From an optimization exercise on the open Yosys and OpenROAD flow, aimed at small area and a short achievable clock period; shortcuts taken in it are not production practice. Only simulation tests tie the RTL to the original design; equivalence was not proved. Power figures rest on the tool's default switching activity, not on a simulated workload.

<file path="flow/design.v">
`timescale 1ns / 1ps
module fulladder(
    input wire A,
    input wire B,
    input wire Cin,
    output wire Sum,
    output wire Cout
    );
    wire t1, t2, t3;
    xor x1(t1, A, B);
    xor x2(Sum, Cin, t1);
    and a1(t2, t1, Cin);
    and a2(t3, A, B);
    or o1(Cout, t2, t3);
endmodule
`timescale 1ns / 1ps
module adder #(parameter N=32) (
    input wire [N-1:0] A, B,
    input wire Cin,
    output wire [N-1:0] Sum,
    output wire FlagN, FlagC, FlagV
    );
    wire [N:0] carry;
    wire carry0;
    wire carry1;
    wire carry2;
    wire carry3;
    wire carry4;
    wire carry5;
    wire carry6;
    wire carry7;
    wire carry8;
    wire carry9;
    wire carry10;
    wire carry11;
    wire carry12;
    wire carry13;
    wire carry14;
    wire carry15;
    wire carry16;
    wire carry17;
    wire carry18;
    wire carry19;
    wire carry20;
    wire carry21;
    wire carry22;
    wire carry23;
    wire carry24;
    wire carry25;
    wire carry26;
    wire carry27;
    wire carry28;
    wire carry29;
    wire carry30;
    wire carry31;
    wire carry32;
    assign carry0 = Cin;
    assign FlagN = Sum[N-1];
    assign FlagC = carry[N];
    assign FlagV = carry[N] ^ carry[N-1];
    fulladder a0 (A[0], B[0], carry0, Sum[0], carry1);
    fulladder a1 (A[1], B[1], carry1, Sum[1], carry2);
    fulladder a2 (A[2], B[2], carry2, Sum[2], carry3);
    fulladder a3 (A[3], B[3], carry3, Sum[3], carry4);
    fulladder a4 (A[4], B[4], carry4, Sum[4], carry5);
    fulladder a5 (A[5], B[5], carry5, Sum[5], carry6);
    fulladder a6 (A[6], B[6], carry6, Sum[6], carry7);
    fulladder a7 (A[7], B[7], carry7, Sum[7], carry8);
    fulladder a8 (A[8], B[8], carry8, Sum[8], carry9);
    fulladder a9 (A[9], B[9], carry9, Sum[9], carry10);
    fulladder a10 (A[10], B[10], carry10, Sum[10], carry11);
    fulladder a11 (A[11], B[11], carry11, Sum[11], carry12);
    fulladder a12 (A[12], B[12], carry12, Sum[12], carry13);
    fulladder a13 (A[13], B[13], carry13, Sum[13], carry14);
    fulladder a14 (A[14], B[14], carry14, Sum[14], carry15);
    fulladder a15 (A[15], B[15], carry15, Sum[15], carry16);
    fulladder a16 (A[16], B[16], carry16, Sum[16], carry17);
    fulladder a17 (A[17], B[17], carry17, Sum[17], carry18);
    fulladder a18 (A[18], B[18], carry18, Sum[18], carry19);
    fulladder a19 (A[19], B[19], carry19, Sum[19], carry20);
    fulladder a20 (A[20], B[20], carry20, Sum[20], carry21);
    fulladder a21 (A[21], B[21], carry21, Sum[21], carry22);
    fulladder a22 (A[22], B[22], carry22, Sum[22], carry23);
    fulladder a23 (A[23], B[23], carry23, Sum[23], carry24);
    fulladder a24 (A[24], B[24], carry24, Sum[24], carry25);
    fulladder a25 (A[25], B[25], carry25, Sum[25], carry26);
    fulladder a26 (A[26], B[26], carry26, Sum[26], carry27);
    fulladder a27 (A[27], B[27], carry27, Sum[27], carry28);
    fulladder a28 (A[28], B[28], carry28, Sum[28], carry29);
    fulladder a29 (A[29], B[29], carry29, Sum[29], carry30);
    fulladder a30 (A[30], B[30], carry30, Sum[30], carry31);
    fulladder a31 (A[31], B[31], carry31, Sum[31], carry32);
    assign carry[32:0] = {carry32, carry31, carry30, carry29, carry28, carry27, carry26, carry25, carry24, carry23, carry22, carry21, carry20, carry19, carry18, carry17, carry16, carry15, carry14, carry13, carry12, carry11, carry10, carry9, carry8, carry7, carry6, carry5, carry4, carry3, carry2, carry1, carry0};
endmodule
`timescale 1ns / 1ps
module addsub #(parameter N=32) (
    input wire [N-1:0] A, B,
    input wire Subtract,
    output wire [N-1:0] Result,
    output wire FlagN, FlagC, FlagV
    );
    wire [N-1:0] ToBornottoB = {N{Subtract}} ^ B;
    adder #(N) add(A, ToBornottoB, Subtract, Result, FlagN, FlagC, FlagV);
endmodule
`timescale 1ns / 1ps
module logical #(parameter N=32) (
    input wire [N-1:0] A, B,
    input wire [1:0] op,
    output wire [N-1:0] R
    );
    assign R =      (op == 2'b00) ? (A & B) :
                    (op == 2'b01) ? (A | B) :
                    (op == 2'b10) ? (A ^ B) :
                    (op == 2'b11) ? ((A ~^ B) - (A & B)) : {N{1'b1}};
endmodule
`timescale 1ns / 1ps
module comparator(
    input wire FlagN, FlagV, FlagC, bool0,
    output wire comparison
    );
    assign comparison = (bool0 == 1) ? (~FlagC) : (FlagN ^ FlagV);
endmodule
`timescale 1ns / 1ps
module shifter #(parameter N=32) (
    input wire signed [N-1:0] IN,
    input wire [$clog2(N)-1:0] shamt,        
    input wire left, logical,
    output wire [N-1:0] OUT
    );
    assign OUT = left ? (IN << shamt) :
                    (logical ? IN >> shamt : IN >>> shamt);
endmodule
`timescale 1ns / 1ps
module ALU #(parameter N=32) (
    input wire [N-1:0] A, B,
    output wire [N-1:0] R,
    input wire [4:0] ALUfn,
    output wire FlagZ
    );
    wire FlagN, FlagC, FlagV;
    wire subtract, bool1, bool0, shft, math;
    assign {subtract, bool1, bool0, shft, math} = ALUfn[4:0];        
    wire [N-1:0] addsubResult, shiftResult, logicalResult;           
    wire comparatorResult;
    addsub #(N) AS(A, B, subtract, addsubResult, FlagN, FlagC, FlagV);
    shifter #(N) S(B, A[$clog2(N)-1:0], ~bool1, ~bool0, shiftResult);
    logical #(N) L(A, B, {bool1, bool0}, logicalResult);
    comparator C(FlagN, FlagV, FlagC, bool0, comparatorResult);
    assign R = (~shft & math) ? addsubResult :                       
               (shft & ~math) ? shiftResult :
               (~shft & ~math) ? logicalResult : {{(N-1){1'b0}}, comparatorResult};
    assign FlagZ = ~|R;                                                 
endmodule
`timescale 1ns / 1ps
`default_nettype none
module register_file #(
   parameter Nloc = 32,                       
   parameter Dbits = 32                       
)(
   input wire clock,
   input wire wr,                             
   input wire [$clog2(Nloc)-1 : 0] ReadAddr1, ReadAddr2, WriteAddr, 	
   input wire [Dbits-1 : 0] WriteData,        
   output wire [Dbits-1 : 0] ReadData1, ReadData2
   );
   logic [Dbits-1 : 0] rf [Nloc-1 : 0];       
   always_ff @(posedge clock)                 
      if(wr)
         rf[WriteAddr] <= WriteData;
   assign ReadData1 = (ReadAddr1 == 0) ? 0 : rf[ReadAddr1];      
   assign ReadData2 = (ReadAddr2 == 0) ? 0 : rf[ReadAddr2];      
endmodule
`timescale 1ns / 1ps
`default_nettype none
module controller(
   input  wire enable,
   input  wire [5:0] op, 
   input  wire [5:0] func,
   input  wire Z,
   output wire [1:0] pcsel,
   output wire [1:0] wasel, 
   output wire sext,
   output wire bsel,
   output wire [1:0] wdsel, 
   output logic [4:0] alufn,       
   output wire wr,
   output wire werf, 
   output wire [1:0] asel
   ); 
  assign pcsel = ((op == 6'b0) & (func == 6'b 001000)) ? 2'b11    
               : ((op == 6'b 000010) | (op == 6'b 000011)) ? 2'b10      
               : (((op == 6'b 000100) & Z) | ((op == 6'b 000101) & (~Z))) ? 2'b01                                      
               : 2'b00;
  logic [9:0] controls;                 
  wire _werf_, _wr_;                    
  assign werf = _werf_ & enable;        
  assign wr = _wr_ & enable;            
  assign {_werf_, wdsel[1:0], wasel[1:0], asel[1:0], bsel, sext, _wr_} = controls[9:0];
  always_comb
     case(op)                                      
        6'b 100011: controls = 10'b 1_10_01_00_1_1_0;      
        6'b 101011: controls = 10'b 0_00_00_00_1_1_1;      
        6'b 001000,                                         
        6'b 001001,                                         
        6'b 001010,
        6'b 001011: controls = 10'b 1_01_01_00_1_1_0;     
        6'b 001101: controls = 10'b 1_01_01_00_1_0_0;
        6'b 001111: controls = 10'b 1_01_01_10_1_0_0;
        6'b 001100,
        6'b 001110: controls = 10'b 1_01_01_00_1_0_0;
        6'b 000100,
        6'b 000101: controls = 10'b 0_00_00_00_0_1_0;
        6'b 000010: controls = 10'b 0_00_00_00_0_0_0;
        6'b 000011: controls = 10'b 1_00_10_00_0_0_0;
      6'b000000:                                    
         case(func)                               
            6'b 100000,
            6'b 100001,
            6'b 100010,
            6'b 100100,
            6'b 100101,
            6'b 100110,
            6'b 100111,
            6'b 101010,
            6'b 101011,
            6'b 000100: controls = 10'b 1_01_00_00_0_0_0;
            6'b 000000,
            6'b 000010,
            6'b 000011: controls = 10'b 1_01_00_01_0_0_0;
            6'b 001000: controls = 10'b 0_00_00_00_0_0_0;
            default:   controls = 10'b 0_00_00_00_0_0_0;  
         endcase
      default: controls = 10'b 0_00_00_00_0_0_0;          
    endcase
  always_comb
    case(op)                         
        6'b 100011,                           
        6'b 101011,                           
        6'b 001000,                           
        6'b 001001: alufn = 5'b 00001;       
        6'b 001010: alufn = 5'b 10011;       
        6'b 001011: alufn = 5'b 10111;
        6'b 000100,                           
        6'b 000101: alufn = 5'b 10001;              
        6'b 001101: alufn = 5'b 00100;
        6'b 001111: alufn = 5'b 00010;
        6'b 001100: alufn = 5'b 00000;
        6'b 001110: alufn = 5'b 01000;
      6'b000000:                      
         case(func)                  
            6'b 100000,
            6'b 100001: alufn = 5'b 00001;  
            6'b 100010: alufn = 5'b 10001;  
            6'b 100100: alufn = 5'b 00000;
            6'b 100101: alufn = 5'b 00100;
            6'b 100110: alufn = 5'b 01000;
            6'b 100111: alufn = 5'b 01100;
            6'b 101010: alufn = 5'b 10011;
            6'b 101011: alufn = 5'b 10111;
            6'b 000000,
            6'b 000100: alufn = 5'b 00010;
            6'b 000010: alufn = 5'b 01010;
            6'b 000011: alufn = 5'b 01110;
            default:   alufn = 5'b 00000;  
         endcase
      default: alufn = 5'b 00000;          
    endcase
endmodule
`timescale 1ns / 1ps
`default_nettype none
module datapath #(
    parameter Nreg = 32,
    parameter Dbits = 16
)(
    input wire clk,
    input wire reset,
    input wire enable,
    /*verilator lint_off UNUSED*/
    input wire [31:0] instr,
    input wire [1:0] pcsel,
    input wire [1:0] wasel,
    input wire sext,
    input wire bsel,
    input wire [1:0] wdsel,
    input wire [4:0] alufn,
    input wire werf,
    input wire [1:0] asel,
    input wire [31:0] mem_readdata,
    output logic [31:0] pc,
    output wire Z,
    output wire [31 : 0] mem_addr,
    output wire [31:0] mem_writedata
    );
    wire [31:0] JT;
    wire [25:0] J;
    wire [31:0] BT;
    wire [31:0] pcPlus4;
    wire [4:0] Rd, Rt, Rs;
    wire [$clog2(Nreg)-1 : 0] reg_writeaddr;
    wire [Dbits-1:0] reg_writedata;
    wire [Dbits-1:0] ReadData1, ReadData2, alu_result;
    wire [15:0] Imm;
    wire [31:0] signImm;
    wire [Dbits-1:0] aluA, aluB;
    wire [4:0] shamt;
    wire [31:0] newPC; 
    assign newPC = (pcsel == 2'b00) ? pcPlus4:
                   (pcsel == 2'b01) ? BT:
                   (pcsel == 2'b10) ? {pc[31:28], J[25:0], 2'b00}:
                    JT;  
    assign J = instr[25:0];
    assign pcPlus4 = pc + 4;
    assign Rd = instr[15:11];
    assign Rt = instr[20:16];
    assign Rs = instr[25:21];
    assign reg_writeaddr = (wasel == 2'b00) ? Rd:
                           (wasel == 2'b01) ? Rt:
                           (wasel == 2'b10) ? 5'b 11111 :  
                           5'b 00000;
    assign Imm = instr[15:0];
    assign signImm = sext ? {{16{Imm[15]}}, Imm} : {{16{1'b0}}, Imm};
    assign JT = ReadData1;
    assign BT = pcPlus4 + (signImm << 2);
    assign shamt[4:0] = instr[10:6];
    assign aluA = (asel == 2'b00) ? ReadData1:
                  (asel == 2'b01) ? {27'b0, shamt}:
                   32'b 0000_0001_0000;  
    assign aluB = bsel ? signImm : ReadData2;
    assign mem_addr = alu_result;
    assign reg_writedata = (wdsel == 2'b00) ? pcPlus4:
                           (wdsel == 2'b01) ? alu_result:
                           (wdsel == 2'b10) ? mem_readdata:
                            32'b0;
    assign mem_writedata = ReadData2;
    always_ff@(posedge clk)
        pc <= reset ? 32'h00400000:
                (~enable) ? pc:  
                    newPC;
    register_file #(.Nloc(Nreg), .Dbits(Dbits)) RF (
        .clock(clk), 
        .wr(werf), 
        .ReadAddr1(Rs), 
        .ReadAddr2(Rt),
        .WriteAddr(reg_writeaddr),
        .WriteData(reg_writedata),
        .ReadData1(ReadData1),
        .ReadData2(ReadData2)
    );
    ALU #(.N(Dbits)) ALU (
        .A(aluA),
        .B(aluB),
        .R(alu_result),
        .ALUfn(alufn),
        .FlagZ(Z)
    );
endmodule
`timescale 1ns / 1ps
`default_nettype none
module mips#(
    parameter Dbits=32,                         
    parameter Nreg=32                           
)(
    input wire clk, 
    input wire reset,
    input wire enable,
    output wire [31:0] pc, 
    input wire [31:0] instr, 
    output wire mem_wr, 
    output wire [31:0] mem_addr,
    output wire [31:0] mem_writedata, 
    input wire [31:0] mem_readdata,
    output wire werf
    );
   wire [1:0] pcsel;
   wire [1:0] wdsel, wasel;
   wire [4:0] alufn;
   wire Z, sext, bsel;  
   wire [1:0] asel; 
   controller c(.enable(enable), .op(instr[31:26]), .func(instr[5:0]), .Z(Z),
                  .pcsel(pcsel), .wasel(wasel[1:0]), .sext(sext), .bsel(bsel), 
                  .wdsel(wdsel), .alufn(alufn), .wr(mem_wr), .werf(werf), .asel(asel));
   datapath #(.Nreg(Nreg), .Dbits(Dbits)) dp(.clk(clk), .reset(reset), .enable(enable),
                  .pc(pc), .instr(instr),
                  .pcsel(pcsel), .wasel(wasel[1:0]), .sext(sext), .bsel(bsel), 
                  .wdsel(wdsel), .alufn(alufn), .werf(werf), .asel(asel),
                  .Z(Z), .mem_addr(mem_addr), .mem_writedata(mem_writedata), .mem_readdata(mem_readdata));
endmodule
</file>
<file path="flow/run.sh">
#!/bin/bash
# synth_recipe.tcl (not shown) runs the flow's synth.tcl, then flattens the netlist and writes it again
# the make line also repeats each setting of config.mk as NAME=value (left out here)
make -C /OpenROAD-flow-scripts/flow DESIGN_CONFIG=/design/flow/config.mk WORK_HOME=/design/flow/orfs CLKGATE_MAP_FILE= SYNTH_SCRIPT=/design/flow/synth_recipe.tcl finish
</file>
<file path="flow/config.mk">
export PLATFORM = sky130hd
export DESIGN_NAME = mips
export DESIGN_NICKNAME = mips
export VERILOG_FILES = /design/flow/design.v
export SDC_FILE = /design/flow/constraint.sdc
export NUM_CORES = 4
export LEC_CHECK = 0
export CAP_MARGIN = 20
export CORE_MARGIN = 2
export CORE_UTILIZATION = 40
export SLEW_MARGIN = 20
</file>
<file path="flow/constraint.sdc">
create_clock -name core_clock -period 27.0 [get_ports {clk}]
set_input_delay 5.4000 -clock core_clock [delete_from_list [all_inputs] [get_ports {clk}]]
set_output_delay 5.4000 -clock core_clock [all_outputs]
set_load 0.01 [all_outputs]
</file>
==> PnR_summary.wiki <==
{| class="wikitable"
! Metric !! Value
|-
| Min Clock Period, post-route || ~27 ns
|-
| Final Max Slew Viols || 0
|-
| Avg Synthesized Cell Area || roughly 13 um^2
|-
| Worst-case setup slack after placement || -0.687 ns
|-
| Worst reg-to-reg setup slack || 7.69 ns
|-
| Outcome || no timing/DRC/antenna violations
|-
| Type of element capturing the critical path || output pin
|-
| Clock Tree Root || clkbuf_16
|-
| Crit path setup slack, layout || 0.471 ns
|-
| Clock-pin slew on the worst setup and hold paths || 0.06 ns
|-
| FFs w/ async S/R, synth || 0
|-
| Highest fanout seen on the critical path || 11
|-
| Relative max-transition margin || 0.177
|-
| Maximum achievable frequency || roughly 0.038 GHz
|-
| # clock sinks || 1056
|-
| Leading cell types by total area after synthesis || edfxtp_1 50%, mux4_2 12%, mux2i_1 7.5%
|-
| Crit-path slowest cell || mux4_2
|-
| Net count of the mapped netlist || 4894
|-
| Capture instance of the worst register-to-register path || dp.pc[22]$_SDFFE_PP1P_
|-
| CP arrival || 21.13 ns
|-
| Worst hold margin || roughly 0.5 ns
|-
| Number of cells on the worst reg-to-reg path || 57
|-
| Pin count of the biggest net entering global routing || 120
|-
| Required time at the worst-slack endpoint || 21.60 ns
|-
| Min-delay worst type || flop to flop
|-
| Commonest cells after routing, fill and taps aside || 1024 x edfxtp_1, 466 x mux2i_1, 340 x mux4_2, 313 x buf_4, 264 x nand2_1
|-
| Area Growth Syn to Fin || 14.9%
|-
| Sequential area share after synthesis || 0.506
|-
| Transition time of the tightest slew-check pin || 1.22 ns
|-
| Post-placement cell count || 6848
|-
| Number of warnings printed during yosys synthesis || 3
|-
| Number of antenna violations at the first check in global routing || 14
|-
| Count of standard-cell rows || 144
|-
| Overall die area || 0.158 mm^2
|-
| ANT nets after route || 0
|-
| Placeable core region || 0.154 mm^2
|-
| Most common flop cell mapped by yosys || edfxtp_1
|-
| Routability Congestion || 1.06
|-
| Reg-to-reg startpoint || dp.RF.rf[7][0]$_DFFE_PP_
|-
| Vertical die dimension || 398 um
|-
| Total standard cell area after synthesis || 0.0620 mm^2
|-
| Flops & latches, synth || 1056
|-
| Final hold violations || 0
|-
| Clock skew || 0.0472 ns
|-
| Cell type with the largest total area after synthesis || edfxtp_1
|-
| Most frequent CP cell || fa_2
|-
| Critical path startpoint category || input port
|-
| Number of synthesized flops with an enable pin || 1024
|-
| Power density of the placed cells || around 60 mW/mm^2
|-
| Width of the die || 398 um
|-
| Number of vias per cell after detailed routing || about 6.7
|-
| Final setup violation count || 0
|-
| Clock tree from TritonCTS || yes
|-
| Leading cell type in the layout, fill and taps excluded || edfxtp_1
|-
| Layout cell share with drive strength beyond 1 || 0.222
|-
| Peak VDD IR || 0.0000449 V
|-
| RSZ-0062 raised after global routing || no
|-
| Vias after detailed routing || 47300
|-
| Maximum capacitance violations || 0
|-
| Routed len/inst || 36.9 um
|-
| Router iterations before antenna repair || 9
|-
| Post-synth cell types || 103
|-
| Overall fraction of global-route tracks in use || 0.323
|-
| Grt total ovfl || 0
|-
| Number of DRC markers in iteration 0 || 6500
|-
| P_leak || 25.1 nW
|-
| Vias in the first global route || 46000
|-
| Endpoint of the worst setup timing path || mem_addr[31]
|-
| Remaining routing DRC violations || 0
|-
| Critical Path Start || instr[16]
|-
| Final net count || 5141
|-
| Post-route standard cell area excluding fillers || 0.0712 mm^2
|-
| Post-synthesis instance total || 4668
|-
| Post-DP HPWL || 174000 um
|-
| Placed cell area || 0.0675 mm^2
|-
| Delay of the slowest cell on the worst path || 0.53 ns
|-
| Boundary pin count || 165
|-
| Hold buffer count at CTS || 0
|-
| Final core utilization || 0.462
|-
| Count of buffers from port buffering || around 160
|-
| Cell Count, Final, Fillers Out || 7051
|-
| Detailed-route wire length || around 260000 um
|-
| Total clock buffers created by CTS || about 110
|-
| Maximum root-to-sink buffer count || 3
|-
| Initial standard-cell utilization of the core || 0.402
|-
| Max H-tree Level || 3
|-
| Clock latency (worst-skew pair) || 0.75 ns
|-
| Top-area cell type share of the netlist area || 0.496
|-
| Global-route wire length before repair || 358000 um
|-
| Critical Setup Path Class || input port to output pin
|-
| Final cycle utilization of the critical path || 0.983
|}
area by class of cell:
type                       count  area (um^2)
fill                       13700        82800
sequential                  1056        31400
multi-input combinational   3139        29100
timing repair buffer         485         4150
clock buffer                 126         2780
tap                         2044         2560
clock inverter                71          766
inverter                     127          477
antenna                        3         7.51
kinds of logic after synthesis:
logic type	after synthesis	synth area share
AOI/OAI and AO/OA	1077	0.125
xor gates and xnor gates	105	0.0148
adders and majority gates	159	0.0361
buffers and inverters	473	0.0352
DFF	1056	0.506
muxes	873	0.211
and+or+nand+nor	925	0.0719
registers in the layout, indices dropped and copies added, names as in the netlist:
name      flops
dp.RF.rf   1024
dp.pc        32
worst max-delay path: cells and delay by family:
family                   cells  cell delay [ns]
AND/OR/NAND/NOR              3             0.56
AO/OA/AOI/OAI                5             0.69
multiplexers                 3             1.17
buffers and inverters        5             0.76
adder cells (fa/ha/maj)     31            12.54
Yosys cell counts (53+ instances only):
library cell,instances
edfxtp_1,1024
mux2i_1,466
mux4_2,340
nand2_1,272
nor2_1,229
a22oi_1,226
a21oi_1,217
clkbuf_1,180
ha_1,126
inv_1,122
o21ai_0,108
nand3_1,90
nor3_1,71
xnor2_1,71
buf_2,67
mux2_2,62
o22ai_1,53
per-layer routing:
layer | global-route usage | share of wire | wire length, um | up-vias
met3 | 0.0820 | 0.11 | 28700 | 718
met4 | 0.196 | 0.070 | 18200 | 12
met5 | 0 | 0.00033 | 87 | -
met1 | 0.402 | 0.36 | 94000 | 24100
met2 | 0.506 | 0.46 | 119000 | 3196
li1 | - | - | - | 19200
per-stage QoR:
step	setup TNS (ns)	power (mW)
floorplan	0	2.36
global placement	-1.06	2.74
detailed placement	-1.26	2.74
CTS	0	4.24
global route	0	4.37
finish	0	4.25
how the worst min path moves through the flow:
stage / from / to / depth (start not counted)
floorplan: dp.pc[31]$_SDFFE_PP0P_ / dp.pc[31]$_SDFFE_PP0P_ / 2
global placement: dp.pc[31]$_SDFFE_PP0P_ / dp.pc[31]$_SDFFE_PP0P_ / 2
detailed placement: dp.pc[31]$_SDFFE_PP0P_ / dp.pc[31]$_SDFFE_PP0P_ / 2
CTS: dp.pc[31]$_SDFFE_PP0P_ / dp.pc[31]$_SDFFE_PP0P_ / 2
global route: dp.pc[31]$_SDFFE_PP0P_ / dp.pc[31]$_SDFFE_PP0P_ / 2
finish: dp.pc[31]$_SDFFE_PP0P_ / dp.pc[31]$_SDFFE_PP0P_ / 2
power by group:
group	internal, mW	switching, mW
clock network	0.855	0.660
logic	0.325	0.605
registers	1.81	0.00325
total	2.99	1.27
repair_timing:
| item | CTS | global route |
|---|---|---|
| setup buffers | 1 | 0 |
| endpoints found under the setup margin | 3 | 2 |
| pin swaps | 1 | 2 |
| gates resized for setup | 9 | 11 |

-- afterwards: timing with drivers on the ports --
The flow's constraints put no driver on any port. The routed layout listed below was extracted and timed again, unchanged, in two steps.
Step 1: set_driving_cell puts a clkbuf_16 on clk and a buf_2 on each other input, an assumption about the parent block.
Step 2 also shifts input and output timing later by t, the mid clock arrival at the registers, as if the neighbouring blocks saw the same clock.
a / b / c = no drivers / after step 1 / after step 2; a / b = the first two.
shift t [ns]: 0.810
slack for setup (ns): 0.471 / 0.263 / 0.263
hold WS [ns]: 0.510 / 0.510 / 0.510
worst slew at a driven data input, ns: 0.21
After both steps this run still meets setup and hold. For this run, drivers alone change the setup slack by -0.208 ns; drivers and shift together by -0.208 ns.
